Background: an optimization exercise with open tools, aiming at small area, a short achievable clock period and few clock cycles. Do not read the settings as production practice.
In this exercise RTL edits were held to simulation tests only and were not proved equivalent to the original.
No activity file was given, so power comes from the tool's default toggle rates.

==> module isb350c, before the edit <==
module isb350c(input clk, input rst,
    output fetchEnable, output [15:0]fetchAddr,
    input fetchReady, input [15:0]fetchData,
    output loadEnable, output [15:0]loadAddr,
    input loadReady, input [15:0]loadData,
    output done, output [255:0]regs_out);
    localparam K_NONE = 2'd0, K_INSTR = 2'd1, K_DATA = 2'd2;
    reg [9:0]faddr;
    reg [1:0]fkind;
    reg [3:0]ftgt;
    reg [9:0]lpc;           
    reg lx;                 
    reg jv;                 
    reg [9:0]jpc, jtgt;
    reg [9:0]apc;
    reg [1:0]akind;
    reg [3:0]atgt;
    reg irv;                
    reg irl;                
    reg [15:0]ir;
    reg [9:0]irpc;
    reg [3:0]irt;
    reg e2v;                
    reg e2w;                
    reg e2ld, e2jeq, e2hlt;
    reg [3:0]e2rt;
    reg [15:0]va, vb;
    reg [9:0]e2tgt;         
    reg halted;
    reg done_r;
    reg [15:0]r[0:15];
    wire [15:0]sum = va + vb;
    wire e2we = e2w;
    wire e2redir = e2v && e2jeq && va == vb;
    wire e2load = e2v && e2ld;
    wire e2halt = e2v && e2hlt;
    wire stop = halted || e2halt;
    wire [2:0]op = ir[14:12];
    wire [3:0]ra = ir[11:8];
    wire [3:0]rb = ir[7:4];
    wire [3:0]rt = ir[3:0];
    wire is_imm = op == 3'd0 || op == 3'd4;    
    wire rd_ab = op == 3'd1 || op == 3'd5 || op == 3'd6;    
    wire wr_t = op == 3'd0 || op == 3'd1;     
    wire is_jmp = op == 3'd2;
    wire p2 = e2load;
    wire pf = fkind == K_DATA;
    wire pa = akind == K_DATA;
    function pend(input [3:0]x);
        pend = (p2 && e2rt == x) || (pf && ftgt == x) || (pa && atgt == x);
    endfunction
    wire hazard = (rd_ab && (pend(ra) || pend(rb))) || (wr_t && pend(rt));
    wire e1ok = irv && !e2redir && !stop;
    wire e1replay = e1ok && hazard;
    wire e1jmp = e1ok && is_jmp;
    wire e1go = e1ok && !hazard && !is_jmp;
    wire [9:0]jtarget = ir[9:0];
    wire fwd_a = e2we && e2rt == ra;
    wire fwd_b = e2we && e2rt == rb;
    wire [15:0]rva = fwd_a ? sum : r[ra];
    wire [15:0]rvb = fwd_b ? sum : r[rb];
    wire aok = akind == K_INSTR && !e2redir && !e1replay && !e1jmp && !stop;
    wire kill = e2redir || e1replay || e1jmp || stop;
    reg rst_r;
    always @(posedge clk) rst_r <= rst;
    wire [15:0]wdr = rst_r ? 16'h0000 : sum;
    integer k;
    always @(posedge clk) begin
        for (k = 0; k < 16; k = k + 1)
            if (rst_r || (e2we && e2rt == k))
                r[k] <= wdr;
    end
    wire [9:0]seq = lpc + {9'd0, !lx};
    wire fold = jv && seq == jpc;
    reg [9:0]oaddr, olpc;
    reg [1:0]okind;
    reg olx;
    always @(*) begin
        oaddr = seq;
        okind = K_INSTR;
        olpc = seq;
        olx = 0;
        if (stop) begin
            okind = K_NONE;
            olpc = lpc;
            olx = lx;
        end else if (e2redir) begin
            oaddr = e2tgt;
            olpc = e2tgt;
        end else if (e2load) begin
            oaddr = sum[9:0];
            okind = K_DATA;
            olpc = e1replay ? irpc : e1jmp ? jtarget : lpc;
            olx = e1replay || e1jmp ? 1'b1 : lx;
        end else if (e1replay) begin
            oaddr = irpc;
            olpc = irpc;
        end else if (e1jmp) begin
            oaddr = jtarget;
            olpc = jtarget;
        end else if (fold) begin
            oaddr = jtgt;
            olpc = jtgt;
        end
    end
    always @(posedge clk) begin
        if (rst) begin
            faddr <= 10'd0;
            fkind <= K_INSTR;
            lpc <= 10'd0;
            lx <= 0;
            jv <= 0;
            akind <= K_NONE;
            irv <= 0;
            irl <= 0;
            e2v <= 0;
            e2w <= 0;
            halted <= 0;
            done_r <= 0;
        end else begin
            faddr <= oaddr;
            fkind <= okind;
            lpc <= olpc;
            lx <= olx;
            if (e1jmp) begin
                jv <= 1;
                jpc <= irpc;
                jtgt <= jtarget;
            end
            akind <= (kill && fkind == K_INSTR) ? K_NONE : fkind;
            irv <= aok;
            irl <= akind == K_DATA;
            e2v <= e1go;
            e2w <= irl || (e1go && wr_t);
            if (e2halt) halted <= 1;
            done_r <= stop && fkind != K_DATA && akind != K_DATA && !irl;
        end
        ftgt <= e2rt;
        apc <= faddr;
        atgt <= ftgt;
        ir <= fetchData;
        irpc <= apc;
        irt <= atgt;
        e2ld <= !irl && (op == 3'd4 || op == 3'd5);
        e2jeq <= !irl && op == 3'd6;
        e2hlt <= !irl && op == 3'd3;
        e2rt <= irl ? irt : rt;
        va <= irl ? ir : is_imm ? {8'h00, ir[11:4]} : rva;
        vb <= (irl || is_imm) ? 16'h0000 : rvb;
        e2tgt <= irpc + {6'd0, ir[3:0]};
    end
    assign fetchEnable = 1'b1;
    assign fetchAddr = {6'd0, faddr};
    assign loadEnable = 1'b0;
    assign loadAddr = 16'h0000;
    assign done = done_r;
    genvar g;
    generate
        for (g = 0; g < 16; g = g + 1) begin : regs_out_g
            assign regs_out[16*g +: 16] = r[g];
        end
    endgenerate
endmodule
==> flow/config.mk <==
export PLATFORM = sky130hd
export DESIGN_NAME = isb350c
export DESIGN_NICKNAME = isb350c
export VERILOG_FILES = /design/flow/design.v
export SDC_FILE = /design/flow/constraint.sdc
export NUM_CORES = 4
export LEC_CHECK = 0
export CAP_MARGIN = 20
export CORE_MARGIN = 2
export CORE_UTILIZATION = 35
export CTS_CLUSTER_DIAMETER = 60
export CTS_CLUSTER_SIZE = 24
export SLEW_MARGIN = 20
export TNS_END_PERCENT = 0
==> flow/constraint.sdc <==
create_clock -name core_clock -period 12.0 [get_ports {clk}]
set_input_delay 2.4000 -clock core_clock [delete_from_list [all_inputs] [get_ports {clk}]]
set_output_delay 2.4000 -clock core_clock [all_outputs]
set_load 0.01 [all_outputs]
standard.sh (not shown) runs the stock make flow with config.mk's settings and CLKGATE_MAP_FILE= SYNTH_SCRIPT=/design/flow/synth_recipe.tcl, a recipe that flattens the netlist after the stock synthesis.
==> flow/flow/run.sh <==
#!/bin/bash
export SETUP_SLACK_MARGIN=8.5
export BUFFER_PORTS_ARGS="-buffer_cell sky130_fd_sc_hd__buf_1"
bash standard.sh > standard.log 2>&1
Testbench counts at the start, summed over its fixed seeds: cycles 18,342.
Edit:
--- a/flow/design.v
+++ b/flow/design.v
@@ -39,31 +39,30 @@
     wire [3:0]ra = ir[11:8];
     wire [3:0]rb = ir[7:4];
     wire [3:0]rt = ir[3:0];
     wire is_imm = op == 3'd0 || op == 3'd4;    
     wire rd_ab = op == 3'd1 || op == 3'd5 || op == 3'd6;    
     wire wr_t = op == 3'd0 || op == 3'd1;     
-    wire is_jmp = op == 3'd2;
     wire p2 = e2load;
     wire pf = fkind == K_DATA;
     wire pa = akind == K_DATA;
     function pend(input [3:0]x);
         pend = (p2 && e2rt == x) || (pf && ftgt == x) || (pa && atgt == x);
     endfunction
     wire hazard = (rd_ab && (pend(ra) || pend(rb))) || (wr_t && pend(rt));
     wire e1ok = irv && !e2redir && !stop;
     wire e1replay = e1ok && hazard;
-    wire e1jmp = e1ok && is_jmp;
-    wire e1go = e1ok && !hazard && !is_jmp;
-    wire [9:0]jtarget = ir[9:0];
+    wire e1go = e1ok && !hazard;
     wire fwd_a = e2we && e2rt == ra;
     wire fwd_b = e2we && e2rt == rb;
     wire [15:0]rva = fwd_a ? sum : r[ra];
     wire [15:0]rvb = fwd_b ? sum : r[rb];
-    wire aok = akind == K_INSTR && !e2redir && !e1replay && !e1jmp && !stop;
-    wire kill = e2redir || e1replay || e1jmp || stop;
+    wire aok = akind == K_INSTR && !e2redir && !e1replay && !stop;
+    wire djmp = aok && fetchData[14:12] == 3'd2;
+    wire [9:0]jtarget = fetchData[9:0];
+    wire kill = e2redir || e1replay || djmp || stop;
     reg rst_r;
     always @(posedge clk) rst_r <= rst;
     wire [15:0]wdr = rst_r ? 16'h0000 : sum;
     integer k;
     always @(posedge clk) begin
         for (k = 0; k < 16; k = k + 1)
@@ -87,25 +86,23 @@
         end else if (e2redir) begin
             oaddr = e2tgt;
             olpc = e2tgt;
         end else if (e2load) begin
             oaddr = sum[9:0];
             okind = K_DATA;
-            olpc = e1replay ? irpc : e1jmp ? jtarget : lpc;
-            olx = e1replay || e1jmp ? 1'b1 : lx;
+            olpc = e1replay ? irpc : lpc;
+            olx = e1replay ? 1'b1 : lx;
         end else if (e1replay) begin
             oaddr = irpc;
             olpc = irpc;
-        end else if (e1jmp) begin
-            oaddr = jtarget;
-            olpc = jtarget;
         end else if (fold) begin
             oaddr = jtgt;
             olpc = jtgt;
         end
     end
+    wire jsel = djmp && !e2load;
     always @(posedge clk) begin
         if (rst) begin
             faddr <= 10'd0;
             fkind <= K_INSTR;
             lpc <= 10'd0;
             lx <= 0;
@@ -115,23 +112,23 @@
             irl <= 0;
             e2v <= 0;
             e2w <= 0;
             halted <= 0;
             done_r <= 0;
         end else begin
-            faddr <= oaddr;
-            fkind <= okind;
-            lpc <= olpc;
-            lx <= olx;
-            if (e1jmp) begin
+            faddr <= jsel ? jtarget : oaddr;
+            fkind <= jsel ? K_INSTR : okind;
+            lpc <= djmp ? jtarget : olpc;
+            lx <= djmp ? e2load : olx;
+            if (djmp) begin
                 jv <= 1;
-                jpc <= irpc;
+                jpc <= apc;
                 jtgt <= jtarget;
             end
             akind <= (kill && fkind == K_INSTR) ? K_NONE : fkind;
-            irv <= aok;
+            irv <= aok && !djmp;
             irl <= akind == K_DATA;
             e2v <= e1go;
             e2w <= irl || (e1go && wr_t);
             if (e2halt) halted <= 1;
             done_r <= stop && fkind != K_DATA && akind != K_DATA && !irl;
         end
After rerunning: Fmax came out lower slightly. Via count came out higher slightly. Synthesized area came out higher by a few percent. Die area came out higher by a few percent. Clock skew came out higher by 0.0050 ns. Hold slack improves by 0.039 ns. Total power came out lower slightly. Setup slack degrades by 0.023 ns.
Testbench counts after the change, summed over its fixed seeds: cycles 18,133.

-- static timing again, ports no longer ideal --
Ports are ideal in the flow. The routed layouts listed here were re-timed in OpenROAD. Step 1, drivers: a clkbuf_16 drives clk and a buf_2 each remaining input, both assumed. Step 2 times the ports against the registers' clock, not the clock port: input delays grow and output delays shrink by t, the midpoint of the rising clock arrivals with the driver on. Three values: ideal ports, drivers, drivers and shift; two values: the first two.
| run | shift t [ns] | slack for setup (ns) | slew at the worst register clock pin (ns) | worst data-port slew with drivers (ns) |
|---|---|---|---|---|
| the first run | 0.627 | 8.280 / 8.220 / 8.258 | 0.10 / 0.10 | 0.04 |
| the second run | 0.688 | 8.256 / 8.193 / 7.746 | 0.09 / 0.09 | 0.08 |
After both steps every run listed still meets setup and hold. The setup slack of the second run, which loses most, moves by -0.063 ns with the drivers and by -0.510 ns with both steps.
